What follows belongs to an exercise in optimizing a design on an open flow for small area and a short achievable clock period; a production flow would make more cautious choices.
Only simulation tests tie the RTL to the original design; equivalence was not proved.
Power figures rest on the tool's default switching activity, not on a simulated workload.

`config.mk`:
```
export PLATFORM = sky130hd
export DESIGN_NAME = project3_frame
export DESIGN_NICKNAME = project3_frame
export VERILOG_FILES = /design/flow/design.v
export SDC_FILE = /design/flow/constraint.sdc
export NUM_CORES = 4
export LEC_CHECK = 0
export CAP_MARGIN = 20
export CORE_MARGIN = 2
export CORE_UTILIZATION = 50
export CTS_CLUSTER_DIAMETER = 100
export CTS_CLUSTER_SIZE = 22
export SETUP_SLACK_MARGIN = 3.5
export SLEW_MARGIN = 20
```
`constraint.sdc`:
```
create_clock -name core_clock -period 8.0 [get_ports {CLOCK_50}]
set_input_delay 1.6000 -clock core_clock [delete_from_list [all_inputs] [get_ports {CLOCK_50}]]
set_output_delay 1.6000 -clock core_clock [all_outputs]
set_load 0.01 [all_outputs]
```
`design.v`:
```
module project3_frame(
  input        CLOCK_50,
  input        RESET_N,
  input  [3:0] KEY,
  output [6:0] HEX0,
  output [6:0] HEX1,
  output [9:0] LEDR,
  output [13:0] imem_addr,
  input  [31:0] imem_data,
  output [13:0] dmem_addr,
  output [31:0] dmem_wdata,
  output dmem_we,
  output dmem_re,
  input  [31:0] dmem_rdata
);
  wire clk = CLOCK_50;
  wire reset = !RESET_N;
  reg [31:0] pc;
  reg        take;         
  reg [31:0] tgt;
  reg        ab;           
  reg        fl_v;         
  reg [31:0] fl_inst;
  reg        fl_ab;        
  reg        fl_hitj1, fl_hitj2;  
  reg        fl_hitk1, fl_hitk2;  
  reg        sb;           
  reg        d_isbr, d_isjmp, d_rd, d_wr, d_wreg;
  reg [3:0]  d_wregno;
  reg [31:0] d_r1;         
  reg [31:0] d_b;          
  reg [31:0] d_y;          
  reg        d_sub;
  reg [1:0]  d_ct;         
  reg [3:0]  d_tt;         
  reg        d_ssum, d_scmp, d_sshr, d_sshl, d_sy;
  reg        m_rd, m_wr, m_wreg;
  reg [3:0]  m_wregno;
  reg [31:0] m_alu, m_r2;
  reg        w_hexwe, w_ledwe;
  reg [9:0]  w_data;
  reg [7:0]  hex;
  reg [9:0]  ledr;
  reg [31:0] regs [0:15];
  reg [15:0] rvalid;
  wire [31:0] inst_f = imem_data;
  wire f_isbj = (inst_f[31:29] == 3'b001);
  wire f_isbr = (inst_f[31:28] == 4'b0010);
  wire [31:0] pc_f = take ? tgt : pc;
  wire [31:0] pc4, tgt4;
  genvar gp;
  generate
    for (gp = 0; gp < 32; gp = gp + 1) begin : g_inc
      if (gp < 2) begin : g_lo
        assign pc4[gp] = pc[gp];
        assign tgt4[gp] = tgt[gp];
      end else if (gp == 2) begin : g_b2
        assign pc4[gp] = !pc[gp];
        assign tgt4[gp] = !tgt[gp];
      end else begin : g_hi
        assign pc4[gp] = pc[gp] ^ (&pc[gp-1:2]);
        assign tgt4[gp] = tgt[gp] ^ (&tgt[gp-1:2]);
      end
    end
  endgenerate
  wire [31:0] pcplus = take ? tgt4 : pc4;
  assign imem_addr = pc_f[15:2];
  wire        br_cond;
  wire [31:0] jt;
  wire [31:0] aluout;
  wire        take_next = ab && (d_isjmp || (d_isbr && br_cond));
  wire [31:0] tgt_next = d_isjmp ? jt : d_y;
  wire [31:0] pc_next = ab ? pc_f : pcplus;
  always @(posedge clk or posedge reset) begin
    if (reset) begin
      pc <= 32'h100;
      take <= 1'b0;
      ab <= 1'b0;
      fl_v <= 1'b0;
    end else begin
      pc <= pc_next;
      take <= take_next;
      if (!ab) begin
        if (f_isbj) ab <= 1'b1;
      end else if (d_isbr || d_isjmp) begin
        ab <= f_isbr;
      end
      fl_v <= !(ab && !f_isbr);
    end
  end
  always @(posedge clk) begin
    tgt <= tgt_next;
    fl_inst <= inst_f;
    fl_ab <= ab;
    fl_hitj1 <= wreg_next && (wregno_d == inst_f[7:4]);
    fl_hitj2 <= wreg_next && (wregno_d == inst_f[3:0]);
    fl_hitk1 <= d_wreg && (d_wregno == inst_f[7:4]);
    fl_hitk2 <= d_wreg && (d_wregno == inst_f[3:0]);
  end
  wire [31:0] inst = fl_inst;
  wire v = fl_v;
  wire [5:0] op1 = inst[31:26];
  wire [7:0] op2 = inst[25:18];
  wire [3:0] rd_f = inst[11:8];
  wire [3:0] rs = inst[7:4];
  wire [3:0] rt = inst[3:0];
  wire is_br_d  = v && (inst[31:28] == 4'b0010);
  wire is_jmp_d = v && (inst[31:28] == 4'b0011);
  wire is_lw_d  = v && (op1 == 6'b010010);
  wire is_sw_d  = v && (op1 == 6'b011010);
  wire alur_d   = !v || (op1 == 6'b000000);
  wire writes_rt = is_lw_d || (v && inst[31]) || is_jmp_d;
  wire wr_reg_d = writes_rt || alur_d;
  wire [3:0] wregno_d = writes_rt ? rt : (v ? rd_f : 4'd0);
  reg useimm_d, sub_d, ssum_d, scmp_d, sshr_d, sshl_d;
  reg [3:0] tt_d;
  always @* begin
    useimm_d = 1'b0;
    sub_d = 1'b0;
    ssum_d = 1'b0;
    scmp_d = 1'b0;
    sshr_d = 1'b0;
    sshl_d = 1'b0;
    tt_d = 4'b0000;
    if (v && op1 == 6'b000000) begin
      case (op2)
        8'b00001000, 8'b00001001, 8'b00001010, 8'b00001011: begin scmp_d = 1'b1; sub_d = 1'b1; end
        8'b00100000:  ssum_d = 1'b1;
        8'b00101000:  begin ssum_d = 1'b1; sub_d = 1'b1; end
        8'b00100100:  tt_d = 4'b1000;
        8'b00100101:   tt_d = 4'b1110;
        8'b00100110:  tt_d = 4'b0110;
        8'b00101100: tt_d = 4'b0111;
        8'b00101101:  tt_d = 4'b0001;
        8'b00101110: tt_d = 4'b1001;
        8'b00110000: sshr_d = 1'b1;
        8'b00110001: sshl_d = 1'b1;
        default: ;
      endcase
    end else if (v) begin
      case (op1)
        6'b010010, 6'b011010, 6'b100000: begin ssum_d = 1'b1; useimm_d = 1'b1; end
        6'b100100: begin tt_d = 4'b1000; useimm_d = 1'b1; end
        6'b100101:  begin tt_d = 4'b1110; useimm_d = 1'b1; end
        6'b100110: begin tt_d = 4'b0110; useimm_d = 1'b1; end
        default: ;
      endcase
      if (inst[31:28] == 4'b0010) sub_d = 1'b1;
    end
  end
  wire sy_d = v && (op1 == 6'b001100);
  wire hitk1 = fl_hitk1;    
  wire hitk2 = fl_hitk2;    
  wire wreg_next = !sb && wr_reg_d;    
  wire [15:0] sel1 = rvalid & (16'd1 << rs) & {16{!hitk1}};
  wire [15:0] sel2 = rvalid & (16'd1 << rt) & {16{!hitk2}};
  reg [31:0] rv1, rv2;
  integer j;
  always @* begin
    rv1 = {32{hitk1}} & m_alu;
    rv2 = {32{hitk2}} & m_alu;
    for (j = 0; j < 16; j = j + 1) begin
      rv1 = rv1 | ({32{sel1[j]}} & regs[j]);
      rv2 = rv2 | ({32{sel2[j]}} & regs[j]);
    end
  end
  wire [31:0] simm_d = {{16{inst[23]}}, inst[23:8]};
  wire useb_imm = useimm_d || is_jmp_d;
  wire [31:0] immx_d = is_jmp_d ? {simm_d[29:0], 2'b00} : simm_d;
  wire [31:0] b_d = useb_imm ? immx_d : (sub_d ? ~rv2 : rv2);
  wire [31:0] pcp_d = fl_ab ? pc4 : pc;
  wire [30:0] bt_sum = {pc[31:2], 1'b1} + {simm_d[29:0], fl_ab};
  wire [31:0] bt_d = {bt_sum[30:1], pc[1:0]};
  wire [31:0] y_d = (inst[31:28] == 4'b0010) ? bt_d : pcp_d;
  wire hitj1 = fl_hitj1;    
  wire hitj2 = fl_hitj2;    
  wire [31:0] rv1_rev, alu_rev;
  genvar gr;
  generate
    for (gr = 0; gr < 32; gr = gr + 1) begin : g_rev1
      assign rv1_rev[gr] = rv1[31 - gr];
      assign alu_rev[gr] = aluout[31 - gr];
    end
  endgenerate
  wire [31:0] r1_d = hitj1 ? (sshl_d ? alu_rev : aluout) : (sshl_d ? rv1_rev : rv1);
  wire [31:0] r2_d = hitj2 ? aluout : rv2;
  wire [31:0] bb_d = (hitj2 && !useb_imm) ? (aluout ^ {32{sub_d}}) : b_d;
  always @(posedge clk or posedge reset) begin
    if (reset) begin
      sb <= 1'b0;
      d_isbr <= 1'b0;
      d_isjmp <= 1'b0;
      d_rd <= 1'b0;
      d_wr <= 1'b0;
      d_wreg <= 1'b0;
    end else begin
      d_isbr <= !sb && is_br_d;
      d_isjmp <= !sb && is_jmp_d;
      d_rd <= !sb && is_lw_d;
      d_wr <= !sb && is_sw_d;
      d_wreg <= wreg_next;
      if (!sb) sb <= is_br_d || is_jmp_d;
      else if (d_isbr || d_isjmp) sb <= 1'b0;
    end
  end
  always @(posedge clk) begin
    d_wregno <= wregno_d;
    d_r1 <= r1_d;
    d_b <= bb_d;
    d_y <= is_sw_d ? r2_d : y_d;
    d_sub <= sub_d;
    d_ct <= (inst[31:28] == 4'b0010) ? op1[1:0] : op2[1:0];
    d_tt <= tt_d;
    d_ssum <= ssum_d;
    d_scmp <= scmp_d;
    d_sshr <= sshr_d;
    d_sshl <= sshl_d;
    d_sy <= sy_d;
  end
  wire [31:0] r1 = d_r1;
  wire [31:0] r2 = d_y;                                    
  wire [31:0] b  = d_b;                                    
  wire [32:0] sum_c = {r1, 1'b1} + {b, d_sub};
  wire [31:0] sum = sum_c[32:1];
  wire [31:0] xr = r1 ^ b;
  wire eq = &xr;                                           
  wire lt = {~r1[31], r1[30:0]} < {b[31], ~b[30:0]};    
  reg cmp;
  always @* begin
    case (d_ct)
      2'd0: cmp = eq;
      2'd1: cmp = lt;
      2'd2: cmp = lt | eq;
      default: cmp = !eq;
    endcase
  end
  wire big = |b[31:5];
  wire [31:0] shres_rev;
  wire [31:0] shres = r1 >> b[4:0];
  genvar gs;
  generate
    for (gs = 0; gs < 32; gs = gs + 1) begin : g_rev2
      assign shres_rev[gs] = shres[31 - gs];
    end
  endgenerate
  wire [31:0] shr = big ? 32'd0 : shres;
  wire [31:0] shl = big ? 32'd0 : shres_rev;
  wire [31:0] lut;
  genvar gi;
  generate
    for (gi = 0; gi < 32; gi = gi + 1) begin : g_lut
      assign lut[gi] = d_tt[{r1[gi], b[gi]}];
    end
  endgenerate
  assign aluout = ({32{d_ssum}} & sum) | lut |
                       ({32{d_sshr}} & shr) | ({32{d_sshl}} & shl) |
                       ({32{d_sy}} & d_y) | {31'd0, d_scmp & cmp};
  assign br_cond = cmp;
  assign jt = sum;
  always @(posedge clk or posedge reset) begin
    if (reset) begin
      m_rd <= 1'b0;
      m_wr <= 1'b0;
      m_wreg <= 1'b0;
    end else begin
      m_rd <= d_rd;
      m_wr <= d_wr;
      m_wreg <= d_wreg;
    end
  end
  always @(posedge clk) begin
    m_wregno <= d_wregno;
    m_alu <= aluout;
    m_r2 <= r2;
  end
  assign dmem_addr = m_alu[15:2];
  assign dmem_wdata = m_r2;
  assign dmem_we = m_wr;
  assign dmem_re = m_rd;
  wire io_hi = (m_alu[31:8] == 24'hFFFFF0);
  wire [31:0] rdval = (io_hi && m_alu[7:0] == 8'h80) ? {28'd0, ~KEY} : dmem_rdata;
  wire [31:0] wbval = m_rd ? rdval : m_alu;
  integer k;
  always @(posedge clk) begin
    for (k = 0; k < 16; k = k + 1)
      if (m_wreg && m_wregno == k) regs[k] <= wbval;
  end
  always @(posedge clk or posedge reset) begin
    if (reset) begin
      rvalid <= 16'd0;
      w_hexwe <= 1'b0;
      w_ledwe <= 1'b0;
    end else begin
      if (m_wreg) rvalid[m_wregno] <= 1'b1;
      w_hexwe <= m_wr && io_hi && m_alu[7:0] == 8'h00;
      w_ledwe <= m_wr && io_hi && m_alu[7:0] == 8'h20;
    end
  end
  always @(posedge clk) begin
    w_data <= m_r2[9:0];
  end
  always @(posedge clk or posedge reset) begin
    if (reset) begin
      hex <= 8'hAD;
      ledr <= 10'd0;
    end else begin
      if (w_hexwe) hex <= w_data[7:0];
      if (w_ledwe) ledr <= w_data;
    end
  end
  assign HEX0 = {3'b000, hex[3:0]};
  assign HEX1 = {3'b000, hex[7:4]};
  assign LEDR = ledr;
endmodule
```
`run.sh`:
```
#!/bin/bash
# synth_recipe.tcl (not shown) runs the flow's synth.tcl, then flattens the netlist and writes it again
# the make line also repeats each setting of config.mk as NAME=value (left out here)
make -C /OpenROAD-flow-scripts/flow DESIGN_CONFIG=/design/flow/config.mk WORK_HOME=/design/flow/orfs CLKGATE_MAP_FILE= SYNTH_SCRIPT=/design/flow/synth_recipe.tcl finish
```
==> flow_summary.yaml, run 1 <==
status:
  status: "complete, no violations"
worst_setup_path:
  crit_type: "flip-flop to flip-flop"
  start_kind: "flip-flop"
  required_ps: 8560
  reg2regPathDepth: 11
  cp-end-kind: "flip-flop"
  critPathMaxFanout: 8
  timing.rr.end: "d_y[19]$_DFF_P_"
  r2r-start: "d_r1[8]$_DFF_P_"
  cp.arrival_ps: 5030
  r2r_slack_ps: 3530
hold_path:
  holdPathEnd: "m_rd$_DFF_PN0_"
  hold_class: "flip-flop to flip-flop"
  whs_path_depth: 0
  min_from: "d_rd$_DFF_PN0_"
route:
  dr_wl_met2_um: 83700
  drcViolationCount: 0
  drt_first_pass_iters: 7
  wl_per_cell_um: 38.6
  viasPerCell: 7.39
  wl_met1_um: 66000
  dr_wl_met3_um: 26300
  highest_layer: "met5"
  routed_wl_um: 192000
  vias: 36800
  drt_iter0_drc: 6776
  ant_nets: 0
power:
  p_leak_uw: 0.0165
  seq_power_share: 0.440
  p_switching_uw: 6420
  pwr_density_cell_nw_per_um2: 329
  combPwrFrac: 0.380
  power_switching_share: 0.420
  cell_internal_pwr_uw: 8880
  clock_power_share: 0.179
  finalPower_uw: 15300
  vdd_drop_max_mv: 0.236
global_route:
  grt_overflow: 0
  antenna_found_initial: 16
  grt_pass1_vias: 34700
  grt_max_degree: 76
  grt_usage: 0.430
  grt_pass1_wl_um: 263000
synth:
  synthXorXnorAreaFrac: 0.0386
  synthFlopType: "edfxtp_1"
  synth_compound_area_frac: 0.198
  synth_edf_count: 512
  synth_area_um2: 42500
  synth_warnings: 2
  syn_inst: 3799
  synth_top_family_by_area: "compound AO/OA/AOI/OAI gates"
  async_reset_ff_frac: 0.0932
  ys_seq_area_frac: 0.535
  synth_mux_area_frac: 0.0552
  yosysUniqueCellTypes: 90
  ys_ff_latch: 858
  synth-simple-area-share: 0.110
  synthAdderAreaFrac: 0.0245
  syn_avg_cell_area_um2: 11.2
floorplanning:
  die_area_um2: 87300
  pin_count: 156
  fp.dieW_um: 295
  initial_core_util: 0.506
  die_height_um: 295
  core_area_um2: 84000
  rows: 106
clock_network:
  clock_latency_ps: 680
  tritoncts: "done"
  root_buffer: "clkbuf_16"
  cts.htree.levels: 2
  clkSinkCount: 858
  cts_buffers: 47
  cts_hold_buf: 0
  clk_pin_slew_ps: 100
  cts_buffer_depth: 3
timing:
  setup_viol: 0
  maxSlewHeadroom: 0.195
  fmax_ghz: 0.224
  rsz0062_at_grt: "false"
  fin_skew_ps: 38.7
  slew_violations: 0
  finalHoldViolations: 0
  fin_crit_ps: 4470
  worst_slew_pin_slew_ps: 1210
  timing.setup.tns_ps: 0
  fin_crit_sh: 0.558
finish:
  area.growth.synth_to_final_pct: 9.37
  drive_gt1_frac: 0.0907
  fin_nets: 3951
  final_area_um2: 46500
placement:
  place_hpwl_um: 123000
  placed_area_um2: 44900
  io_buffers: 149
  gp_congestion: 1.09
run:
  drv_cap: 0
## metrics by stage
step	hold slack [ps]	setup WS, ps	instances	utilization
2_1_floorplan	331	4180	3804	-
3_3_place_gp	339	3120	4881	0.535
3_5_place_dp	335	3100	4881	0.535
4_1_cts	343	3510	4969	0.552
5_1_grt	363	3520	4972	0.553
6_report	341	3530	4980	0.553
## cells in the mapped netlist (all sizes together), types with 23 or more instances
cell type,number,area (µm²)
nor2,206,773
inv,98,368
mux2,73,826
o21ai,122,611
mux2i,47,470
a21oi,125,626
o211ai,37,278
edfxtp,512,15400
o22ai,44,275
xor2,64,561
dfrtp,74,1850
nand4,53,332
a221oi,160,1420
a222oi,64,641
a22oi,260,1950
nor3,52,265
a21o,56,420
nor4,23,150
dfxtp,266,5330
buf,76,464
nand2,328,1230
xnor2,123,1080
mux4,46,1050
nand3,132,661
and3,88,551
ha,80,1000
clkbuf,223,838
a22o,71,622
## metal layers
metal / up-vias / GRT usage
met5: - / 0
met4: 18 / 0.301
met3: 865 / 0.127
met2: 3298 / 0.653
met1: 17800 / 0.525
li1: 14800 / -
## state kept, by name, summed over array words and instances (netlist names), 16 cells and up, named ones only
name / cells
tgt: 32
pc: 32
d_b: 32
regs: 512
m_r2: 32
d_r1: 32
d_y: 32
rvalid: 16
fl_inst: 32
m_alu: 32
## placed cells by master (no fill, tap or decap), types with 31 or more instances in the layout
cell type and n:
clkdlybuf4s50_1 148, ha_1 79, nand4_1 53, mux2_2 72
nand3_1 132, a221oi_1 157, a21o_1 56, xnor2_1 123
a21oi_1 124, xor2_1 64, o211ai_1 37, a222oi_1 64
o22ai_1 41, a22oi_1 260, mux2i_1 47, dfxtp_1 258
buf_4 96, clkbuf_1 31, edfxtp_1 512, dfrtp_1 72
a22o_1 71, clkbuf_16 48, nand2_1 328, and3_1 68
inv_1 96, mux4_2 43, nor3_1 47, o21ai_0 112
nor2_1 204
## kinds of logic (layout without fill, tap and decap cells)
kind of cell,count (synthesis),count (layout)
buffers and inverters,399,433
other,1,14
xor gates and xnor gates,187,187
and+or+nand+nor,982,982
DFF,858,858
muxes,166,166
adders and majority gates,82,82
AOI/OAI and AO/OA,1124,1124
## worst max-delay path, stage by stage, from the launching register on
cell      delay [ps]
dfxtp_1          800
ha_1             430
a21o_1           200
a21oi_1          210
o21ai_0          220
a211oi_1         380
o21ai_0          280
a31oi_1          270
xnor2_1          170
a221oi_1         990
nand2_1          140
a31o_2           270
## power groups by stage
stage	sequential, µW	combinational, µW	clock [µW]
finish	6740	5820	2740
global route	6760	6080	2890
CTS	6680	5550	2750
detailed placement	6780	5520	0
global placement	6770	5490	0
floorplan	6190	3580	0
## how the worst max path moves through the flow
stage,end,cells after the start,slack [ps],from
floorplan,regs[4][0]$_DFFE_PP_,5,4180,m_wregno[0]$_DFF_P_
global placement,d_b[8]$_DFF_P_,11,3120,d_b[0]$_DFF_P_
detailed placement,d_b[8]$_DFF_P_,11,3100,d_b[0]$_DFF_P_
CTS,d_b[8]$_DFF_P_,11,3510,d_b[0]$_DFF_P_
global route,d_y[19]$_DFF_P_,11,3520,d_r1[8]$_DFF_P_
finish,d_y[19]$_DFF_P_,11,3530,d_r1[8]$_DFF_P_
## cell type report
class | instances | area (µm²)
diodes | 8 | 20.0
clock buffers | 80 | 1330
clock inverters | 8 | 126
fillers | 7134 | 37500
inverters | 100 | 375
multi-input cells | 2547 | 18200
flip-flops and latches | 858 | 22700
well taps | 1134 | 1420
repair buffers | 245 | 2220
## what timing repair did
action,in CTS,in global routing
buffers inserted,0,1
setup endpoints to repair,14,16
cloned,0,0
gates resized for setup,1,7
==> inputs of run 2 (changes only) <==
--- a/config.mk
+++ b/config.mk
@@ -11,4 +11,4 @@
 export CTS_CLUSTER_DIAMETER = 100
 export CTS_CLUSTER_SIZE = 22
-export SETUP_SLACK_MARGIN = 3.5
+export SETUP_SLACK_MARGIN = 4.7
 export SLEW_MARGIN = 20
==> flow_summary.yaml, run 2 <==
status:
  status: "complete, no violations"
timing:
  fin_crit_ps: 3470
  worst_slew_pin_slew_ps: 1190
  fin_crit_sh: 0.434
  timing.setup.tns_ps: 0
  maxSlewHeadroom: 0.208
  worst_slack_ps: 4530
  rsz0062_at_grt: "true"
  slew_violations: 0
  fin_skew_ps: 40.3
  finalHoldViolations: 0
  setup_viol: 0
  fmax_ghz: 0.288
  whs_ps: 356
clock_network:
  cts_buffer_depth: 3
  root_buffer: "clkbuf_16"
  clock_latency_ps: 660
  cts_hold_buf: 0
  cts.htree.levels: 2
  cts_buffers: 46
  clk_pin_slew_ps: 100
  tritoncts: "done"
  clkSinkCount: 858
worst_setup_path:
  crit_chain: "buf_6 -> buf_12 -> mux2_2 -> buf_6"
  critPathMaxFanout: 8
  required_ps: 6400
  crit_type: "flip-flop to output port"
  cp_common_cell: "buf_6"
  start_kind: "flip-flop"
  cp.arrival_ps: 1870
  cp_slowest_stage_delay_ps: 560
  crit_family: "flip-flops"
  cp-end-kind: "output port"
  crit_path_top_delay_cell: "dfrtp_4"
  path_buf_inv: 3
run:
  drv_cap: 0
global_route:
  grt_use_met3: 0.138
  grt_max_degree: 49
  top_usage_layer: "met2"
  grt_pass1_wl_um: 264000
  antenna_found_initial: 12
  use_met1: 0.519
  grt_overflow: 0
  grt_use_met2: 0.654
  grt_usage: 0.430
  grt_pass1_vias: 35300
route:
  ant_nets: 0
  viasPerCell: 7.33
  drt_first_pass_iters: 9
  drcViolationCount: 0
  vias: 37200
  wl_per_cell_um: 38.1
  drt_iter0_drc: 6918
  routed_wl_um: 194000
power:
  p_leak_uw: 0.0175
  pwr_density_cell_nw_per_um2: 331
  vdd_drop_max_mv: 0.289
finish:
  n_fill_cell: 7054
  regMostFlops: "regs"
  final_cell_mix: "512 x edfxtp_1, 324 x nand2_1, 260 x a22oi_1, 216 x dfxtp_1, 196 x nor2_1"
  final_area_um2: 48900
  utilization: 0.583
  largest_register_ffs: 512
  fin_nets: 4057
  area.growth.synth_to_final_pct: 15.2
  drive_gt1_frac: 0.175
  final_common_cell: "edfxtp_1"
synth:
  ys_seq_area_frac: 0.535
  syn_avg_cell_area_um2: 11.2
  yosysUniqueCellTypes: 90
  yosysMostFrequentCell: "edfxtp_1"
  synthFlopType: "edfxtp_1"
  synth_commonest_cells: "512 x edfxtp_1, 328 x nand2_1, 266 x dfxtp_1"
  synth_area_um2: 42500
  synth_area_leader_cell: "edfxtp_1"
  synthTopCellsByArea: "edfxtp_1 36%, dfxtp_1 13%, a22oi_1 4.6%, dfrtp_1 4.4%, a221oi_1 3.2%"
  async_reset_ff_frac: 0.0932
  synth_edf_count: 512
  syn_inst: 3799
  synth_top_area_frac: 0.362
  ys_ff_latch: 858
  synth_warnings: 2
placement:
  io_buffers: 149
  gp_congestion: 1.03
  place_hpwl_um: 122000
  placed_area_um2: 44900
  dp_slack_ps: 2770
floorplanning:
  pin_count: 156
  core_area_um2: 84000
  fp.dieW_um: 295
  initial_core_util: 0.506
  die_area_um2: 87300
  rows: 106
  die_height_um: 295
hold_path:
  hold_class: "flip-flop to flip-flop"
## run 2: kinds of logic (layout without fill, tap and decap cells)
| family | count (synthesis) | count (layout) | share of synthesized area |
|---|---|---|---|
| buffers and inverters | 399 | 537 | 0.0395 |
| AOI/OAI and AO/OA | 1124 | 1124 | 0.198 |
| and+or+nand+nor | 982 | 982 | 0.110 |
| muxes | 166 | 166 | 0.0552 |
| adders and majority gates | 82 | 82 | 0.0245 |
| other | 1 | 9 | 0.0000883 |
| xor gates and xnor gates | 187 | 187 | 0.0386 |
| DFF | 858 | 858 | 0.535 |
## run 2: worst paths after layout
path,start,to,slack [ps],cells after the start
worst max-delay path,take$_DFF_PN0_,imem_addr[3],4530,4
worst min-delay path,m_r2[9]$_DFF_P_,w_data[9]$_DFF_P_,360,0
worst max register to register,d_b[19]$_DFF_P_,d_b[14]$_DFF_P_,4560,13
worst min register to register,m_r2[9]$_DFF_P_,w_data[9]$_DFF_P_,360,0
max in group asynchronous,RESET_N,m_rd$_DFF_PN0_,5880,2
min in group asynchronous,RESET_N,ledr[0]$_DFFE_PN0P_,920,1
## run 2: metrics by stage
step,std cells,total power [µW]
finish,5079,16200
global route,5077,16700
CTS,5029,15400
detailed placement,4883,12300
global placement,4883,12200
floorplan,3804,9770
## run 2: final cells by class
cell class	count	area (µm²)	area share
Inverter	100	389	0.00795
Clock buffer	77	1270	0.0259
Sequential cell	858	22800	0.467
Antenna cell	3	7.51	0.000153
Timing Repair Buffer	352	3420	0.0698
Tap cell	1134	1420	0.0290
Multi-Input combinational cell	2547	19500	0.399
Clock inverter	8	93.8	0.00192
## run 2: what timing repair did
item,in CTS,in global routing
setup buffers,57,43
gates resized for setup,313,158
pin swaps,41,55
setup endpoints to repair,246,147
gates cloned,4,2
## run 2: worst register-to-register path: cells and delay by family (launching register included)
family | cells | cell delay (ps)
and+or+nand+nor | 4 | 1230
AOI/OAI and AO/OA | 5 | 860
buffers and inverters | 3 | 670
DFF | 1 | 440
xor gates and xnor gates | 1 | 130
## run 2: power breakdown
part | switching [µW] | internal [µW] | leakage [µW]
clock | 1530 | 1110 | 0.000652
combinational | 4130 | 2720 | 0.00895
sequential | 1100 | 5610 | 0.00788
## run 2: metal layers
metal	vias to the layer above	share of wire
met5	-	0.00071
met4	18	0.088
met2	3187	0.43
met3	906	0.14
met1	18100	0.34
li1	15000	-
==> inputs of run 3 (changes only) <==
--- a/config.mk
+++ b/config.mk
@@ -13,2 +13,3 @@
 export SETUP_SLACK_MARGIN = 4.7
 export SLEW_MARGIN = 20
+export TNS_END_PERCENT = 10
==> flow_summary.yaml, run 3 <==
hold_path:
  hold_class: "flip-flop to flip-flop"
  min_from: "m_r2[3]$_DFF_P_"
placement:
  io_buffers: 149
  dp_slack_ps: 2850
  placed_area_um2: 45000
  gp_congestion: 1.03
  place_hpwl_um: 126000
worst_setup_path:
  crit_chain: "buf_12 -> mux2i_1 -> mux2i_1 -> mux2_2 -> nor2_1 -> o32ai_2 -> a221o_2 -> o22ai_4 -> xnor2_1 -> nor2_1 -> a31oi_2"
  start_kind: "flip-flop"
  crit_path_top_delay_cell: "a221o_2"
  crit_type: "flip-flop to flip-flop"
  cp_slowest_stage_delay_ps: 550
  cp.arrival_ps: 4050
  r2r-start: "d_b[1]$_DFF_P_"
  cp-end-kind: "flip-flop"
  crit_family: "compound AO/OA/AOI/OAI gates"
  path_buf_inv: 1
  critPathMaxFanout: 20
  startpoint: "d_b[1]$_DFF_P_"
  required_ps: 8540
synth:
  synth_area_um2: 42500
  synth-simple-area-share: 0.110
  yosysUniqueCellTypes: 90
  synth_top_area_frac: 0.362
  synth_warnings: 2
  synth_compound_area_frac: 0.198
  synthTopCellsByArea: "edfxtp_1 36%, dfxtp_1 13%, a22oi_1 4.6%, dfrtp_1 4.4%, a221oi_1 3.2%"
  syn_inst: 3799
  yosysMostFrequentCell: "edfxtp_1"
  syn_avg_cell_area_um2: 11.2
  async_reset_ff_frac: 0.0932
  synth_mux_area_frac: 0.0552
  ys_seq_area_frac: 0.535
  ys_ff_latch: 858
  synth_commonest_cells: "512 x edfxtp_1, 328 x nand2_1, 266 x dfxtp_1"
  synthFlopType: "edfxtp_1"
  synthAdderAreaFrac: 0.0245
  synth_top_family_by_area: "compound AO/OA/AOI/OAI gates"
  synth_edf_count: 512
  synth_area_leader_cell: "edfxtp_1"
  synthXorXnorAreaFrac: 0.0386
finish:
  utilization: 0.579
  regMostFlops: "regs"
  drive_gt1_frac: 0.167
  final_cell_mix: "512 x edfxtp_1, 322 x nand2_1, 260 x a22oi_1, 217 x dfxtp_1, 197 x nor2_1"
  seqCellArea_um2: 22800
  final_common_cell: "edfxtp_1"
  final_area_um2: 48600
  n_fill_cell: 6953
  area.growth.synth_to_final_pct: 14.5
  multi_input_area_um2: 19300
  largest_register_ffs: 512
  fin_nets: 4048
timing:
  finalHoldViolations: 0
  worst_slew_pin_slew_ps: 1220
  maxSlewHeadroom: 0.189
  timing.setup.tns_ps: 0
  fin_crit_ps: 3510
  worst_slack_ps: 4490
  fmax_ghz: 0.285
  setup_viol: 0
  fin_skew_ps: 48.9
  rsz0062_at_grt: "true"
  fin_crit_sh: 0.439
  slew_violations: 0
global_route:
  grt_overflow: 0
  grt_usage: 0.435
  antenna_found_initial: 7
  grt_pass1_vias: 35400
  grt_max_degree: 65
  grt_pass1_wl_um: 267000
route:
  drt_iter0_drc: 6358
  viasPerCell: 7.30
  drcViolationCount: 0
  wl_per_cell_um: 38.3
  drt_first_pass_iters: 7
  routed_wl_um: 194000
  vias: 37000
  ant_nets: 0
clock_network:
  clock_latency_ps: 670
  root_buffer: "clkbuf_16"
  cts_buffer_depth: 3
  clkSinkCount: 858
  cts_hold_buf: 0
  tritoncts: "done"
  clk_pin_slew_ps: 100
  cts.htree.levels: 2
  cts_buffers: 47
floorplanning:
  die_area_um2: 87300
  rows: 106
  core_area_um2: 84000
  pin_count: 156
  fp.dieW_um: 295
  initial_core_util: 0.506
  die_height_um: 295
status:
  status: "complete, no violations"
power:
  pwr_density_cell_nw_per_um2: 330
  p_leak_uw: 0.0174
  finalPower_uw: 16100
  vdd_drop_max_mv: 0.264
run:
  drv_cap: 0
## run 3: cell types whose count changed in the layout (fill, tap and decap cells not counted), sizes merged, moves of 2 or more
cell	previous run	this run
clkdlybuf4s15	0	3
buf	213	189
clkdlybuf4s50	128	134
clkbuf	81	91
dlygate4sd2	6	0
inv	99	97
## run 3: metrics by stage
stage / hold WS, ps / cells
finish: 361 / 5071
global route: 369 / 5067
CTS: 364 / 5019
detailed placement: 339 / 4887
global placement: 337 / 4887
floorplan: 331 / 3804
## run 3: timing repair
action	in CTS	in global routing
pin swaps	28	43
cloned	3	4
endpoints found under the setup margin	247	508
endpoints found under the hold margin	0	0
gates resized for setup	187	192
buffers inserted	43	40
## run 3: cell families after synthesis
kind of cell	Yosys count
other cells	1
mux	166
fa+ha+maj	82
simple gates	982
xor+xnor	187
flops	858
compound gates	1124
buf+inv	399
## run 3: final timing paths
| path | endpoint | slack (ps) | cells past startpoint |
|---|---|---|---|
| min | w_data[3]$_DFF_P_ | 360 | 0 |
| max | d_b[8]$_DFF_P_ | 4490 | 11 |
| max reg2reg | d_b[8]$_DFF_P_ | 4490 | 11 |
| max in group asynchronous | take$_DFF_PN0_ | 5940 | 2 |
| min reg2reg | w_data[3]$_DFF_P_ | 360 | 0 |
| min in group asynchronous | rvalid[3]$_DFFE_PN0P_ | 970 | 1 |
## run 3: power breakdown
group	total [µW]	internal, µW	leakage, µW	switching (µW)
combinational	6580	2550	0.00881	4030
sequential	6750	5610	0.00788	1140
clock	2730	1190	0.000692	1540
total	16100	9350	0.0174	6710
## run 3: routing by layer
layer	track usage	up-vias	wire [µm]
li1	-	15000	-
met3	0.122	891	25200
met5	0	-	13
met2	0.668	3119	85400
met1	0.521	18000	66000
met4	0.327	2	17900
## run 3: cell type report
type / instances / area share
diodes: 4 / 0.000206
clock buffers: 77 / 0.0269
clock inverters: 9 / 0.00304
inverters: 100 / 0.00813
multi-input cells: 2547 / 0.397
flip-flops and latches: 858 / 0.469
well taps: 1134 / 0.0292
repair buffers: 342 / 0.0664
## run 3: worst reg2reg max path, cell delays in order (launching register included)
cell and delay, ps:
dfxtp_2 390, buf_12 190, mux2i_1 410, mux2i_1 250, mux2_2 390, nor2_1 140
o32ai_2 150, a221o_2 550, o22ai_4 420, xnor2_1 170, nor2_1 60, a31oi_2 290
==> inputs of run 4 (changes only) <==
--- a/config.mk
+++ b/config.mk
@@ -8,8 +8,7 @@
 export CAP_MARGIN = 20
 export CORE_MARGIN = 2
-export CORE_UTILIZATION = 50
+export CORE_UTILIZATION = 58
 export CTS_CLUSTER_DIAMETER = 100
 export CTS_CLUSTER_SIZE = 22
-export SETUP_SLACK_MARGIN = 4.7
+export SETUP_SLACK_MARGIN = 4.5
 export SLEW_MARGIN = 20
-export TNS_END_PERCENT = 10
==> flow_summary.yaml, run 4 <==
status:
  status: "complete, no violations"
synth:
  synth_commonest_cells: "512 x edfxtp_1, 328 x nand2_1, 266 x dfxtp_1"
  yosysMostFrequentCell: "edfxtp_1"
  async_reset_ff_frac: 0.0932
  syn_inst: 3799
  synth_edf_count: 512
  synthTopCellsByArea: "edfxtp_1 36%, dfxtp_1 13%, a22oi_1 4.6%, dfrtp_1 4.4%, a221oi_1 3.2%"
  synth_warnings: 2
  synthFlopType: "edfxtp_1"
  yosysUniqueCellTypes: 90
  ys_seq_area_frac: 0.535
  synth_top_area_frac: 0.362
  synth_area_leader_cell: "edfxtp_1"
  ys_ff_latch: 858
  syn_avg_cell_area_um2: 11.2
  synth_area_um2: 42500
clock_network:
  clkSinkCount: 858
  root_buffer: "clkbuf_16"
  clk_pin_slew_ps: 100
  cts_hold_buf: 0
  clock_latency_ps: 670
  cts_buffers: 47
  tritoncts: "done"
  cts_buffer_depth: 3
  cts.htree.levels: 2
global_route:
  antenna_found_initial: 11
  grt_pass1_wl_um: 257000
  grt_max_degree: 65
  grt_usage: 0.482
  grt_pass1_vias: 35600
  grt_overflow: 0
finish:
  area.growth.synth_to_final_pct: 11.9
  regMostFlops: "regs"
  largest_register_ffs: 512
  final_cell_mix: "512 x edfxtp_1, 328 x nand2_1, 260 x a22oi_1, 226 x dfxtp_1, 199 x nor2_1"
  fin_nets: 4002
  final_common_cell: "edfxtp_1"
  final_area_um2: 47500
  n_fill_cell: 5440
  drive_gt1_frac: 0.135
placement:
  gp_congestion: 1.05
  dp_slack_ps: 2510
  place_hpwl_um: 119000
  io_buffers: 149
  placed_area_um2: 44700
timing:
  maxSlewHeadroom: 0.173
  fin_crit_sh: 0.449
  fin_skew_ps: 42.6
  fin_crit_ps: 3600
  setup_viol: 0
  rsz0062_at_grt: "true"
  slew_violations: 0
  finalHoldViolations: 0
  timing.setup.tns_ps: 0
  worst_slew_pin_slew_ps: 1230
  worst_slack_ps: 4400
  fmax_ghz: 0.278
route:
  viasPerCell: 7.75
  vias: 37600
  drt_first_pass_iters: 11
  drcViolationCount: 0
  drt_iter0_drc: 8004
  ant_nets: 0
  routed_wl_um: 187000
  wl_per_cell_um: 38.5
power:
  finalPower_uw: 15700
  vdd_drop_max_mv: 0.277
  p_leak_uw: 0.0170
  pwr_density_cell_nw_per_um2: 330
floorplanning:
  core_area_um2: 72700
  rows: 99
  die_area_um2: 75400
  pin_count: 156
  die_height_um: 275
  fp.dieW_um: 275
  initial_core_util: 0.584
hold_path:
  hold_class: "flip-flop to flip-flop"
worst_setup_path:
  cp-end-kind: "output port"
  critPathMaxFanout: 5
  timing.rr.end: "d_r1[1]$_DFF_P_"
  start_kind: "flip-flop"
  cp.arrival_ps: 2000
  crit_type: "flip-flop to output port"
  r2r-start: "fl_hitk1$_DFF_P_"
  startpoint: "take$_DFF_PN0_"
  required_ps: 6400
  r2r_slack_ps: 4420
  reg2regPathDepth: 9
  endpoint: "imem_addr[4]"
run:
  drv_cap: 0
## run 4: worst max-delay path, cell delays in order (launching register included)
cell and delay, ps:
dfrtp_4 520, buf_12 150, buf_12 130, buf_6 110, mux2_4 310, buf_6 120
## run 4: area by class of cell
type,instances,area (µm²),share of cell area
diodes,5,12.5,0.000263
flip-flops and latches,858,22800,0.479
repair buffers,296,2810,0.0591
inverters,100,383,0.00806
clock buffers,79,1300,0.0273
well taps,959,1200,0.0252
clock inverters,8,156,0.00329
multi-input cells,2547,18900,0.397
## run 4: through the flow
step	instances	hold slack, ps	utilization
floorplan	3804	331	-
detailed placement	4706	343	0.615
global placement	4706	335	0.615
finish	4852	358	0.654
CTS	4827	359	0.645
global route	4847	361	0.653
## run 4: power by group
group / internal (µW) / switching (µW)
combinational: 2370 / 3870
sequential: 5600 / 1140
clock: 1180 / 1530
## run 4: cell families (layout without fill, tap and decap cells)
logic type / after synthesis / in the layout / synth area share
xor+xnor: 187 / 187 / 0.0386
compound gates: 1124 / 1124 / 0.198
simple gates: 982 / 982 / 0.110
other cells: 1 / 11 / 0.0000883
flops: 858 / 858 / 0.535
buf+inv: 399 / 483 / 0.0395
fa+ha+maj: 82 / 82 / 0.0245
mux: 166 / 166 / 0.0552
## run 4: worst min path at each step
stage	end	start	depth (start not counted)
6_report	w_data[4]$_DFF_P_	m_r2[4]$_DFF_P_	0
5_1_grt	w_data[4]$_DFF_P_	m_r2[4]$_DFF_P_	0
4_1_cts	w_data[4]$_DFF_P_	m_r2[4]$_DFF_P_	0
3_5_place_dp	w_data[4]$_DFF_P_	m_r2[4]$_DFF_P_	0
3_3_place_gp	w_data[4]$_DFF_P_	m_r2[4]$_DFF_P_	0
2_1_floorplan	m_rd$_DFF_PN0_	d_rd$_DFF_PN0_	0
## run 4: repair_timing
item,CTS,global route
pin swaps,17,22
cloned,2,1
setup buffers,32,19
setup endpoints to repair,171,160
gates resized for setup,135,124
## run 4: metal layers
layer  vias up  part of all wire  GRT usage  wire length [µm]
li1      14900                 -          -                 -
met1     17800              0.32      0.573             60200
met2      3766              0.42      0.716             78600
met3      1153              0.16      0.177             29000
met4         8              0.10      0.367             18800
met5         -           0.00031          0                58
==> inputs of run 5 (changes only) <==
--- a/config.mk
+++ b/config.mk
@@ -8,7 +8,7 @@
 export CAP_MARGIN = 20
 export CORE_MARGIN = 2
-export CORE_UTILIZATION = 58
-export CTS_CLUSTER_DIAMETER = 100
-export CTS_CLUSTER_SIZE = 22
-export SETUP_SLACK_MARGIN = 4.5
+export CORE_UTILIZATION = 50
+export CTS_CLUSTER_DIAMETER = 110
+export CTS_CLUSTER_SIZE = 26
+export SETUP_SLACK_MARGIN = 4.7
 export SLEW_MARGIN = 20
==> flow_summary.yaml, run 5 <==
hold_path:
  hold_class: "flip-flop to flip-flop"
  whs_path_depth: 0
synth:
  ys_ff_latch: 858
  ys_seq_area_frac: 0.535
  synth_area_leader_cell: "edfxtp_1"
  synth_compound_area_frac: 0.198
  synth_commonest_cells: "512 x edfxtp_1, 328 x nand2_1, 266 x dfxtp_1"
  yosysMostFrequentCell: "edfxtp_1"
  synth_edf_count: 512
  synthTopCellsByArea: "edfxtp_1 36%, dfxtp_1 13%, a22oi_1 4.6%, dfrtp_1 4.4%, a221oi_1 3.2%"
  synth_area_um2: 42500
  yosysUniqueCellTypes: 90
  synth_warnings: 2
  synthAdderAreaFrac: 0.0245
  async_reset_ff_frac: 0.0932
  syn_inst: 3799
  synth_top_family_by_area: "compound AO/OA/AOI/OAI gates"
  synth_top_area_frac: 0.362
  synth_mux_area_frac: 0.0552
  synthFlopType: "edfxtp_1"
  syn_avg_cell_area_um2: 11.2
  synth-simple-area-share: 0.110
  synthXorXnorAreaFrac: 0.0386
timing:
  worst_slack_ps: 4540
  timing.setup.tns_ps: 0
  finalHoldViolations: 0
  fmax_ghz: 0.289
  worst_slew_pin_slew_ps: 1230
  fin_crit_ps: 3460
  fin_crit_sh: 0.433
  fin_skew_ps: 50.1
  maxSlewHeadroom: 0.179
  slew_violations: 0
  rsz0062_at_grt: "true"
  setup_viol: 0
route:
  drcViolationCount: 0
  vias: 37200
  routed_wl_um: 193000
  ant_nets: 0
  wl_per_cell_um: 38.0
  viasPerCell: 7.35
  drt_first_pass_iters: 10
  drt_iter0_drc: 6416
floorplanning:
  rows: 106
  fp.dieW_um: 295
  core_area_um2: 84000
  pin_count: 156
  die_height_um: 295
  initial_core_util: 0.506
  die_area_um2: 87300
placement:
  dp_slack_ps: 2770
  placed_area_um2: 44900
  io_buffers: 149
  place_hpwl_um: 122000
  gp_congestion: 1.03
worst_setup_path:
  cp_common_cell: "buf_6"
  path_depth: 4
  cp_slowest_stage_delay_ps: 560
  reg2regPathDepth: 11
  crit_chain: "buf_6 -> buf_12 -> mux2_2 -> buf_6"
  crit_family: "flip-flops"
  cp-end-kind: "output port"
  path_buf_inv: 3
  crit_type: "flip-flop to output port"
  cp.arrival_ps: 1860
  crit_path_top_delay_cell: "dfrtp_4"
  start_kind: "flip-flop"
  critPathMaxFanout: 8
  required_ps: 6400
global_route:
  grt_pass1_vias: 35300
  grt_max_degree: 49
  grt_pass1_wl_um: 264000
  grt_usage: 0.430
  antenna_found_initial: 8
  grt_overflow: 0
clock_network:
  tritoncts: "done"
  cts_buffers: 41
  cts_buffer_depth: 3
  clk_pin_slew_ps: 110
  root_buffer: "clkbuf_16"
  clock_latency_ps: 660
  clkSinkCount: 858
  cts.htree.levels: 2
power:
  finalPower_uw: 16100
  pwr_density_cell_nw_per_um2: 329
  p_leak_uw: 0.0174
  vdd_drop_max_mv: 0.248
run:
  drv_cap: 0
finish:
  utilization: 0.582
  largest_register_ffs: 512
  area.growth.synth_to_final_pct: 15.1
  drive_gt1_frac: 0.175
  final_common_cell: "edfxtp_1"
  regMostFlops: "regs"
  fin_nets: 4048
  final_area_um2: 48900
  final_cell_mix: "512 x edfxtp_1, 324 x nand2_1, 260 x a22oi_1, 213 x dfxtp_1, 197 x nor2_1"
status:
  status: "complete, no violations"
-- run 5: cell counts after synthesis --
No cell type changed its count.
-- run 5: logic make-up (layout without fill, tap and decap cells) --
family / after synthesis / count (layout)
AO/OA/AOI/OAI: 1124 / 1124
AND/OR/NAND/NOR: 982 / 982
flip-flops: 858 / 858
buffers and inverters: 399 / 522
XOR/XNOR: 187 / 187
multiplexers: 166 / 166
adder cells (fa/ha/maj): 82 / 82
other: 1 / 9
-- run 5: through the flow --
stage | hold WS [ps] | cells
final | 359 | 5064
after global routing | 366 | 5061
after CTS | 362 | 5021
after detailed placement | 338 | 4883
after global placement | 334 | 4883
after floorplan | 331 | 3804
-- run 5: path summary, 6_finish.rpt --
path	start	end	slack [ps]
setup / recovery	take$_DFF_PN0_	imem_addr[3]	4540
hold / removal	m_r2[9]$_DFF_P_	w_data[9]$_DFF_P_	360
setup reg to reg	d_b[0]$_DFF_P_	d_r1[30]$_DFF_P_	4610
hold reg to reg	m_r2[9]$_DFF_P_	w_data[9]$_DFF_P_	360
max in group asynchronous	RESET_N	take$_DFF_PN0_	5910
min in group asynchronous	RESET_N	rvalid[7]$_DFFE_PN0P_	920
-- run 5: final cells by class --
type | count | area, µm²
Antenna cell | 3 | 7.51
Multi-Input combinational cell | 2547 | 19600
Clock buffer | 65 | 1160
Timing Repair Buffer | 348 | 3380
Sequential cell | 858 | 22800
Inverter | 100 | 387
Fill cell | 7002 | 35100
Clock inverter | 9 | 131
Tap cell | 1134 | 1420
-- run 5: timing repair --
| action | in CTS | in global routing |
|---|---|---|
| gates cloned | 4 | 1 |
| setup endpoints to repair | 246 | 138 |
| hold buffers | 0 | 0 |
| setup buffers | 60 | 37 |
| resized for setup | 318 | 166 |
| pin swaps | 36 | 57 |
-- run 5: metal layers --
metal  routed length [µm]  GRT usage  vias to the layer above  share of wire
li1                     -          -                    15000              -
met4                17200      0.313                        8          0.089
met1                65700      0.518                    18000           0.34
met3                25900      0.137                      950           0.13
met5                   57          0                        -        0.00030
met2                83700      0.651                     3248           0.43
-- run 5: worst register-to-register path: cells and delay by family, from the launching register on --
kind | cells | cell delay [ps]
simple gates | 2 | 160
flops | 1 | 420
buf+inv | 3 | 390
compound gates | 3 | 1030
mux | 3 | 1260
-- run 5: where the power goes --
part	switching (µW)	internal, µW	total (µW)
Clock	1510	1040	2550
Combinational	4110	2720	6830
Sequential	1110	5610	6730
==> inputs of run 6 (changes only) <==
==> flow/run.sh (new file) <==
#!/bin/bash
set -euo pipefail
export BUFFER_PORTS_ARGS="-buffer_cell sky130_fd_sc_hd__buf_2"
bash standard.sh finish > flow_make.log 2>&1
==> standard.sh (new file) <==
#!/bin/bash
# synth_recipe.tcl (not shown) runs the flow's synth.tcl, then flattens the netlist and writes it again
# the make line also repeats each setting of config.mk as NAME=value (left out here)
make -C /OpenROAD-flow-scripts/flow DESIGN_CONFIG=/design/flow/config.mk WORK_HOME=/design/flow/orfs CLKGATE_MAP_FILE= SYNTH_SCRIPT=/design/flow/synth_recipe.tcl "${@:-finish}"
--- a/config.mk
+++ b/config.mk
@@ -9,6 +9,6 @@
 export CORE_MARGIN = 2
 export CORE_UTILIZATION = 50
-export CTS_CLUSTER_DIAMETER = 110
-export CTS_CLUSTER_SIZE = 26
+export CTS_CLUSTER_DIAMETER = 100
+export CTS_CLUSTER_SIZE = 22
 export SETUP_SLACK_MARGIN = 4.7
 export SLEW_MARGIN = 20
removed: run.sh
==> flow_summary.yaml, run 6 <==
status:
  status: "complete, no violations"
worst_setup_path:
  required_ps: 8510
  cp-end-kind: "flip-flop"
  timing.rr.end: "d_b[6]$_DFF_P_"
  start_kind: "flip-flop"
  critPathMaxFanout: 5
  r2r-start: "d_b[0]$_DFF_P_"
  crit_type: "flip-flop to flip-flop"
  r2r_slack_ps: 4630
  cp.arrival_ps: 3880
  reg2regPathDepth: 11
  startpoint: "d_b[0]$_DFF_P_"
global_route:
  top_usage_layer: "met2"
  grt_use_met2: 0.649
  grt_max_degree: 49
  antenna_found_initial: 9
  grt_overflow: 0
  grt_pass1_vias: 34900
  grt_usage: 0.425
  grt_pass1_wl_um: 262000
  use_met1: 0.526
  grt_use_met3: 0.118
timing:
  fmax_ghz: 0.297
  maxSlewHeadroom: 0.206
  fin_crit_ps: 3370
  rsz0062_at_grt: "true"
  finalHoldViolations: 0
  slew_violations: 0
  setup_viol: 0
  fin_skew_ps: 38.0
  timing.setup.tns_ps: 0
  worst_slew_pin_slew_ps: 1190
  fin_crit_sh: 0.421
synth:
  syn_inst: 3799
  yosysMostFrequentCell: "edfxtp_1"
  synth_top_area_frac: 0.362
  yosysUniqueCellTypes: 90
  ys_seq_area_frac: 0.535
  synthFlopType: "edfxtp_1"
  synth_area_um2: 42500
  ys_ff_latch: 858
  async_reset_ff_frac: 0.0932
  synthTopCellsByArea: "edfxtp_1 36%, dfxtp_1 13%, a22oi_1 4.6%, dfrtp_1 4.4%, a221oi_1 3.2%"
  syn_avg_cell_area_um2: 11.2
  synth_edf_count: 512
  synth_commonest_cells: "512 x edfxtp_1, 328 x nand2_1, 266 x dfxtp_1"
  synth_warnings: 2
  synth_area_leader_cell: "edfxtp_1"
power:
  finalPower_uw: 15900
  pwr_density_cell_nw_per_um2: 331
  p_leak_uw: 0.0174
  vdd_drop_max_mv: 0.213
floorplanning:
  die_area_um2: 87300
  die_height_um: 295
  initial_core_util: 0.506
  fp.dieW_um: 295
  rows: 106
  pin_count: 156
  core_area_um2: 84000
hold_path:
  holdPathEnd: "w_data[1]$_DFF_P_"
  min_from: "m_r2[1]$_DFF_P_"
  hold_class: "flip-flop to flip-flop"
  whs_path_depth: 0
finish:
  final-instance-count-excl-fill: 5067
  final_common_cell: "edfxtp_1"
  final_cell_mix: "512 x edfxtp_1, 322 x nand2_1, 260 x a22oi_1, 227 x dfxtp_1, 196 x nor2_1"
  regMostFlops: "regs"
  largest_register_ffs: 512
  drive_gt1_frac: 0.200
  final_area_um2: 48100
  fin_nets: 4044
  area.growth.synth_to_final_pct: 13.2
clock_network:
  cts_buffers: 46
  cts.htree.levels: 2
  clk_pin_slew_ps: 90
  clock_latency_ps: 670
  tritoncts: "done"
  root_buffer: "clkbuf_16"
  clkSinkCount: 858
  cts_buffer_depth: 3
  cts_hold_buf: 0
route:
  drt_first_pass_iters: 10
  wl_per_cell_um: 37.7
  vias: 36900
  ant_nets: 0
  viasPerCell: 7.29
  drcViolationCount: 0
  drt_iter0_drc: 6373
  routed_wl_um: 191000
placement:
  place_hpwl_um: 120000
  dpl.cell_count: 4882
  placed_area_um2: 44200
  io_buffers: 149
  gp_congestion: 1.06
run:
  drv_cap: 0
## run 6: where the power goes
part / internal (µW) / total, µW / switching, µW
Combinational: 2520 / 6540 / 4020
Sequential: 5610 / 6740 / 1130
Clock: 1110 / 2630 / 1520
Total: 9240 / 15900 / 6670
## run 6: metal layers
metal  share of wire  routed length, µm
met2            0.43              82600
met3            0.14              26000
met4           0.088              16800
met5         0.00027                 51
met1            0.34              65500
## run 6: worst max-delay path by stage
stage	to	slack [ps]	cells after the start
6_report	d_b[6]$_DFF_P_	4630	11
5_1_grt	d_b[8]$_DFF_P_	4590	13
4_1_cts	d_r1[20]$_DFF_P_	4620	13
3_5_place_dp	d_b[13]$_DFF_P_	3250	13
3_3_place_gp	d_b[13]$_DFF_P_	2470	12
2_1_floorplan	d_r1[20]$_DFF_P_	4640	13
## run 6: cell type report
class                   count  area [µm²]
diodes                      4        10.0
clock buffers              76        1260
clock inverters             9        96.3
fillers                  7016       35900
inverters                 100         388
multi-input cells        2547       19500
flip-flops and latches    858       22800
well taps                1134        1420
repair buffers            339        2650
## run 6: cells by family after synthesis
logic type	share of synthesized area
buf+inv	0.0395
other cells	0.0000883
simple gates	0.110
mux	0.0552
fa+ha+maj	0.0245
compound gates	0.198
xor+xnor	0.0386
flops	0.535
## run 6: repair_timing
item | 4_1_cts | 5_1_grt
setup endpoints to repair | 214 | 162
buffers inserted | 49 | 37
resized for setup | 220 | 147
pin swaps | 41 | 46
cloned | 4 | 5
## run 6: stage by stage
step | hold WS, ps | util | setup WS, ps
2_1_floorplan | 331 | - | 4640
6_report | 354 | 0.573 | 4630
5_1_grt | 353 | 0.573 | 4590
3_5_place_dp | 339 | 0.527 | 3250
3_3_place_gp | 332 | 0.526 | 2470
4_1_cts | 358 | 0.560 | 4620
## run 6: critical path: stages (launching register included)
cell,delay (ps)
dfxtp_4,430
buf_12,140
buf_12,110
mux4_2,500
nand2_1,100
o21ai_1,100
mux2_2,360
a22o_1,270
a221o_1,510
o22ai_2,470
xnor2_1,170
o21ai_0,80
==> inputs of run 7 (changes only) <==
==> flow/run.sh (replaced) <==
#!/bin/bash
set -euo pipefail
export BUFFER_PORTS_ARGS="-buffer_cell sky130_fd_sc_hd__buf_1"
bash standard.sh finish > flow_make.log 2>&1
==> flow_summary.yaml, run 7 <==
worst_setup_path:
  critPathMaxFanout: 7
  startpoint: "d_b[0]$_DFF_P_"
  cp_common_cell: "buf_4"
  crit_chain: "buf_12 -> buf_4 -> buf_4 -> buf_4 -> mux2i_1 -> nor3_1 -> a22oi_1 -> nor2_1 -> a31oi_2 -> o211ai_1 -> buf_4 -> o22ai_4 -> xnor2_1 -> o21ai_1"
  cp-end-kind: "flip-flop"
  r2r-start: "d_b[0]$_DFF_P_"
  crit_type: "flip-flop to flip-flop"
  cp.arrival_ps: 3920
  cp_slowest_stage_delay_ps: 600
  required_ps: 8550
  start_kind: "flip-flop"
  crit_path_top_delay_cell: "nor3_1"
synth:
  synth_edf_count: 512
  synth_area_leader_cell: "edfxtp_1"
  async_reset_ff_frac: 0.0932
  synthFlopType: "edfxtp_1"
  synth_top_area_frac: 0.362
  ys_seq_area_frac: 0.535
  synth_area_um2: 42500
  yosysUniqueCellTypes: 90
  yosysMostFrequentCell: "edfxtp_1"
  synthTopCellsByArea: "edfxtp_1 36%, dfxtp_1 13%, a22oi_1 4.6%, dfrtp_1 4.4%, a221oi_1 3.2%"
  synth_commonest_cells: "512 x edfxtp_1, 328 x nand2_1, 266 x dfxtp_1"
  ys_ff_latch: 858
  syn_inst: 3799
  syn_avg_cell_area_um2: 11.2
  synth_warnings: 2
finish:
  drive_gt1_frac: 0.162
  largest_register_ffs: 512
  regMostFlops: "regs"
  final_common_cell: "edfxtp_1"
  area.growth.synth_to_final_pct: 12.6
  fin_nets: 4037
  n_fill_cell: 7044
  final_cell_mix: "512 x edfxtp_1, 322 x nand2_1, 260 x a22oi_1, 223 x dfxtp_1, 197 x nor2_1"
route:
  drcViolationCount: 0
  routed_wl_um: 195000
  drt_first_pass_iters: 10
  ant_nets: 0
  viasPerCell: 7.32
  wl_per_cell_um: 38.5
  drt_iter0_drc: 6134
  vias: 37100
power:
  p_leak_uw: 0.0169
  pwr_density_cell_nw_per_um2: 335
  vdd_drop_max_mv: 0.239
timing:
  slew_violations: 0
  rsz0062_at_grt: "true"
  worst_slack_ps: 4630
  worst_slew_pin_slew_ps: 1260
  setup_viol: 0
  fin_crit_ps: 3370
  fin_skew_ps: 40.0
  fmax_ghz: 0.296
  maxSlewHeadroom: 0.148
  timing.setup.tns_ps: 0
  fin_crit_sh: 0.422
  finalHoldViolations: 0
clock_network:
  tritoncts: "done"
  root_buffer: "clkbuf_16"
  clkSinkCount: 858
  clk_pin_slew_ps: 100
  cts_buffer_depth: 3
  cts_buffers: 46
  clock_latency_ps: 670
  cts.htree.levels: 2
floorplanning:
  initial_core_util: 0.506
  core_area_um2: 84000
  die_height_um: 295
  rows: 106
  fp.dieW_um: 295
  pin_count: 156
  die_area_um2: 87300
status:
  status: "complete, no violations"
global_route:
  grt_overflow: 0
  antenna_found_initial: 10
  grt_pass1_vias: 35300
  grt_max_degree: 65
  grt_usage: 0.433
  grt_pass1_wl_um: 266000
placement:
  dp_slack_ps: 2960
  place_hpwl_um: 123000
  gp_congestion: 1.08
  io_buffers: 149
hold_path:
  hold_class: "flip-flop to flip-flop"
  min_from: "m_r2[4]$_DFF_P_"
run:
  drv_cap: 0
==> run 7: cell counts after synthesis <==
Identical to the previous run, type by type.
==> run 7: kinds of logic after synthesis <==
kind of cell / count (synthesis) / synth area share
adder cells (fa/ha/maj): 82 / 0.0245
AO/OA/AOI/OAI: 1124 / 0.198
other: 1 / 0.0000883
buffers and inverters: 399 / 0.0395
AND/OR/NAND/NOR: 982 / 0.110
flip-flops: 858 / 0.535
XOR/XNOR: 187 / 0.0386
multiplexers: 166 / 0.0552
==> run 7: through the flow <==
step | hold slack (ps) | area [µm²] | cells | utilization | power, µW
2_1_floorplan | 331 | 42500 | 3804 | - | 9770
3_3_place_gp | 337 | 44000 | 4881 | 0.524 | 12100
3_5_place_dp | 340 | 44000 | 4882 | 0.524 | 12100
4_1_cts | 351 | 46700 | 5018 | 0.556 | 15300
5_1_grt | 365 | 47800 | 5056 | 0.570 | 16500
6_report | 350 | 47800 | 5061 | 0.570 | 16000
==> run 7: where the power goes <==
group | switching [µW] | leakage, µW | total (µW) | internal, µW
logic | 4090 | 0.00834 | 6590 | 2500
registers | 1130 | 0.00788 | 6740 | 5610
clock network | 1520 | 0.000670 | 2670 | 1150
total | 6740 | 0.0169 | 16000 | 9260
==> run 7: cell type report <==
type	count	area [µm²]	area share
multi-input combinational	2547	19400	0.406
timing repair buffer	332	2390	0.0499
clock buffer	78	1310	0.0274
clock inverter	7	81.3	0.00170
inverter	100	389	0.00813
sequential	858	22800	0.477
antenna	5	12.5	0.000262
tap	1134	1420	0.0297
==> run 7: final timing paths <==
check,endpoint,slack [ps],cells past startpoint
max,d_b[14]$_DFF_P_,4630,14
min,w_data[4]$_DFF_P_,350,0
max reg2reg,d_b[14]$_DFF_P_,4630,14
min reg2reg,w_data[4]$_DFF_P_,350,0
max in group asynchronous,fl_v$_DFF_PN0_,5840,2
min in group asynchronous,rvalid[13]$_DFFE_PN0P_,930,1
==> run 7: repair_timing <==
item                                   in CTS  in global routing
gates resized for setup                   201                162
gates cloned                                4                  6
setup endpoints to repair                 241                254
hold buffers                                0                  0
buffers inserted                           47                 30
pin swaps                                  32                 48
endpoints found under the hold margin       0                  0
==> run 7: per-layer routing <==
metal	global-route usage	routed length (µm)
met1	0.530	67000
met2	0.660	84200
met3	0.123	26200
met4	0.302	17200
met5	0.00998	197
==> run 7: critical path: cells and delay by family (launching register included) <==
| kind | cells | cell delay, ps |
|---|---|---|
| AO/OA/AOI/OAI | 5 | 1060 |
| AND/OR/NAND/NOR | 2 | 760 |
| buffers and inverters | 5 | 750 |
| flip-flops | 1 | 370 |
| multiplexers | 1 | 180 |
| XOR/XNOR | 1 | 160 |
==> inputs of run 8 (changes only) <==
--- a/config.mk
+++ b/config.mk
@@ -11,4 +11,4 @@
 export CTS_CLUSTER_DIAMETER = 100
 export CTS_CLUSTER_SIZE = 22
-export SETUP_SLACK_MARGIN = 4.7
+export SETUP_SLACK_MARGIN = 4.8
 export SLEW_MARGIN = 20
==> flow_summary.yaml, run 8 <==
route:
  viasPerCell: 7.30
  drcViolationCount: 0
  routed_wl_um: 192000
  vias: 37300
  wl_per_cell_um: 37.5
  ant_nets: 0
  drt_first_pass_iters: 10
  drt_iter0_drc: 6322
timing:
  fin_crit_ps: 3420
  rsz0062_at_grt: "true"
  fin_skew_ps: 70.8
  fin_crit_sh: 0.428
  worst_slack_ps: 4580
  fmax_ghz: 0.292
  setup_viol: 0
  maxSlewHeadroom: 0.216
  slew_violations: 0
  timing.setup.tns_ps: 0
  worst_slew_pin_slew_ps: 1180
  finalHoldViolations: 0
clock_network:
  cts_buffers: 47
  clock_latency_ps: 680
  clk_pin_slew_ps: 100
  root_buffer: "clkbuf_16"
  cts_buffer_depth: 3
  clkSinkCount: 858
  tritoncts: "done"
  cts.htree.levels: 2
worst_setup_path:
  crit_family: "compound AO/OA/AOI/OAI gates"
  path_buf_inv: 4
  cp-end-kind: "flip-flop"
  crit_path_top_delay_cell: "mux4_2"
  cp.arrival_ps: 3930
  r2r_slack_ps: 4580
  reg2regPathDepth: 13
  cp_common_cell: "o21ai_2"
  required_ps: 8510
  r2r-start: "d_b[0]$_DFF_P_"
  cp_slowest_stage_delay_ps: 500
  start_kind: "flip-flop"
  crit_type: "flip-flop to flip-flop"
  critPathMaxFanout: 3
  timing.rr.end: "d_y[15]$_DFF_P_"
  crit_chain: "buf_12 -> buf_8 -> buf_6 -> mux4_2 -> mux2_4 -> a221oi_2 -> a21o_2 -> o21ai_2 -> or3b_4 -> o22a_4 -> buf_4 -> a21oi_2 -> o21ai_2"
finish:
  final_common_cell: "edfxtp_1"
  regMostFlops: "regs"
  largest_register_ffs: 512
  n_fill_cell: 6881
  area.growth.synth_to_final_pct: 15.0
  final_cell_mix: "512 x edfxtp_1, 317 x nand2_1, 260 x a22oi_1, 229 x dfxtp_1, 191 x nor2_1"
  drive_gt1_frac: 0.188
  fin_nets: 4089
synth:
  synth_warnings: 2
  syn_avg_cell_area_um2: 11.2
  ys_ff_latch: 858
  ys_seq_area_frac: 0.535
  synth_edf_count: 512
  synth_top_area_frac: 0.362
  synthTopCellsByArea: "edfxtp_1 36%, dfxtp_1 13%, a22oi_1 4.6%, dfrtp_1 4.4%, a221oi_1 3.2%"
  synthFlopType: "edfxtp_1"
  syn_inst: 3799
  async_reset_ff_frac: 0.0932
  yosysMostFrequentCell: "edfxtp_1"
  synth_area_um2: 42500
  synth_commonest_cells: "512 x edfxtp_1, 328 x nand2_1, 266 x dfxtp_1"
  yosysUniqueCellTypes: 90
  synth_area_leader_cell: "edfxtp_1"
placement:
  gp_congestion: 1.10
  place_hpwl_um: 120000
  dp_slack_ps: 3190
  io_buffers: 149
floorplanning:
  die_area_um2: 87300
  rows: 106
  pin_count: 156
  die_height_um: 295
  initial_core_util: 0.506
  fp.dieW_um: 295
  core_area_um2: 84000
hold_path:
  holdPathEnd: "m_rd$_DFF_PN0_"
  min_from: "d_rd$_DFF_PN0_"
  whs_path_depth: 0
  hold_class: "flip-flop to flip-flop"
global_route:
  grt_max_degree: 65
  grt_pass1_wl_um: 265000
  grt_overflow: 0
  grt_pass1_vias: 35700
  grt_usage: 0.429
  antenna_found_initial: 11
power:
  vdd_drop_max_mv: 0.187
  p_leak_uw: 0.0174
  pwr_density_cell_nw_per_um2: 336
run:
  drv_cap: 0
status:
  status: "complete, no violations"
run 8: cell types whose count changed in the layout (fill, tap and decap cells not counted), moves of 6 or more:
cell     delta
buf_4      +23
buf_6      +23
o21ai_0    -11
o21ai_2    +11
and3_1      -8
buf_12      +8
xnor2_1     -8
a21oi_1     -7
dfxtp_1     +6
nor2_1      -6
xnor2_2     +6
run 8: metal layers:
layer	part of all wire	up-vias	GRT usage
met2	0.43	3204	0.655
met5	0.00042	-	0
met3	0.13	854	0.126
met4	0.084	10	0.289
li1	-	15000	-
met1	0.35	18200	0.526
run 8: worst max-delay path by stage:
| stage | slack, ps | start | cells after the start | to |
|---|---|---|---|---|
| after floorplan | 4760 | d_b[0]$_DFF_P_ | 12 | d_r1[30]$_DFF_P_ |
| after global placement | 2740 | d_b[0]$_DFF_P_ | 11 | d_b[13]$_DFF_P_ |
| after detailed placement | 3190 | d_b[0]$_DFF_P_ | 11 | d_b[8]$_DFF_P_ |
| after CTS | 4650 | d_b[0]$_DFF_P_ | 9 | d_r1[30]$_DFF_P_ |
| after global routing | 4520 | d_b[0]$_DFF_P_ | 15 | d_r1[20]$_DFF_P_ |
| final | 4580 | d_b[0]$_DFF_P_ | 13 | d_y[15]$_DFF_P_ |
run 8: area by class of cell:
cell class	instances	area, µm²	share of cell area
antenna	4	10.0	0.000205
timing repair buffer	383	2870	0.0588
multi-input combinational	2547	19900	0.408
inverter	100	385	0.00789
sequential	858	22800	0.467
tap	1134	1420	0.0290
clock inverter	11	128	0.00261
clock buffer	77	1320	0.0270
run 8: cell families after synthesis:
logic type               count (synthesis)  share of synthesized area
XOR/XNOR                               187                     0.0386
AND/OR/NAND/NOR                        982                      0.110
multiplexers                           166                     0.0552
AO/OA/AOI/OAI                         1124                      0.198
adder cells (fa/ha/maj)                 82                     0.0245
flip-flops                             858                      0.535
other                                    1                  0.0000883
buffers and inverters                  399                     0.0395
run 8: report_power, final:
| part | switching [µW] | internal (µW) | total [µW] |
|---|---|---|---|
| Sequential | 1110 | 5610 | 6720 |
| Clock | 1550 | 1170 | 2720 |
| Combinational | 4200 | 2760 | 6950 |
| Total | 6860 | 9530 | 16400 |
run 8: per-stage QoR:
stage	power, µW	instances	hold slack, ps	instance area, µm²	util
6_report	16400	5114	333	48800	0.582
5_1_grt	16900	5111	351	48800	0.582
4_1_cts	15500	5047	337	47400	0.564
3_3_place_gp	12000	4880	339	44000	0.524
3_5_place_dp	12100	4881	340	44000	0.525
2_1_floorplan	9780	3804	331	42500	-
run 8: worst register-to-register path: cells and delay by family, from the launching register on:
family                 cells  cell delay, ps
flip-flops                 1             390
buffers and inverters      4             500
AO/OA/AOI/OAI              6            1130
multiplexers               2             800
AND/OR/NAND/NOR            1             480
run 8: what timing repair did:
item                       in CTS  in global routing
hold buffers                    0                  0
setup endpoints to repair     234                133
pin swaps                      63                 81
buffers inserted               74                 59
gates resized for setup       272                197
cloned                          4                  1

-- static timing again, ports no longer ideal --
The flow's constraints put no driver on any port. The routed layouts listed below were extracted and timed again, unchanged, in two steps.
Step 1: set_driving_cell puts a clkbuf_16 on CLOCK_50 and a buf_2 on each other input, an assumption about the parent block.
Step 2 also shifts input and output timing later by t, the mid clock arrival at the registers, as if the neighbouring blocks saw the same clock.
Three values: ideal ports, drivers, drivers and shift; two values: the first two.
| run | shift t [ns] | setup slack, ns | worst data-port slew with drivers (ns) |
|---|---|---|---|
| run 1 | 0.727 | 3.534 / 3.534 / 3.534 | 0.07 |
| run 2 | 0.709 | 4.531 / 4.458 / 4.460 | 0.07 |
| run 3 | 0.722 | 4.491 / 4.465 / 4.456 | 0.06 |
| run 4 | 0.714 | 4.405 / 4.339 / 4.424 | 0.05 |
| run 5 | 0.706 | 4.537 / 4.463 / 4.438 | 0.07 |
| run 6 | 0.718 | 4.630 / 4.572 / 4.630 | 0.06 |
| run 7 | 0.714 | 4.626 / 4.613 / 4.626 | 0.06 |
| run 8 | 0.716 | 4.577 / 4.577 / 4.577 | 0.05 |
After both steps every run listed still meets setup and hold. The setup slack of run 5, which loses most, moves by -0.074 ns with the drivers and by -0.099 ns with both steps.
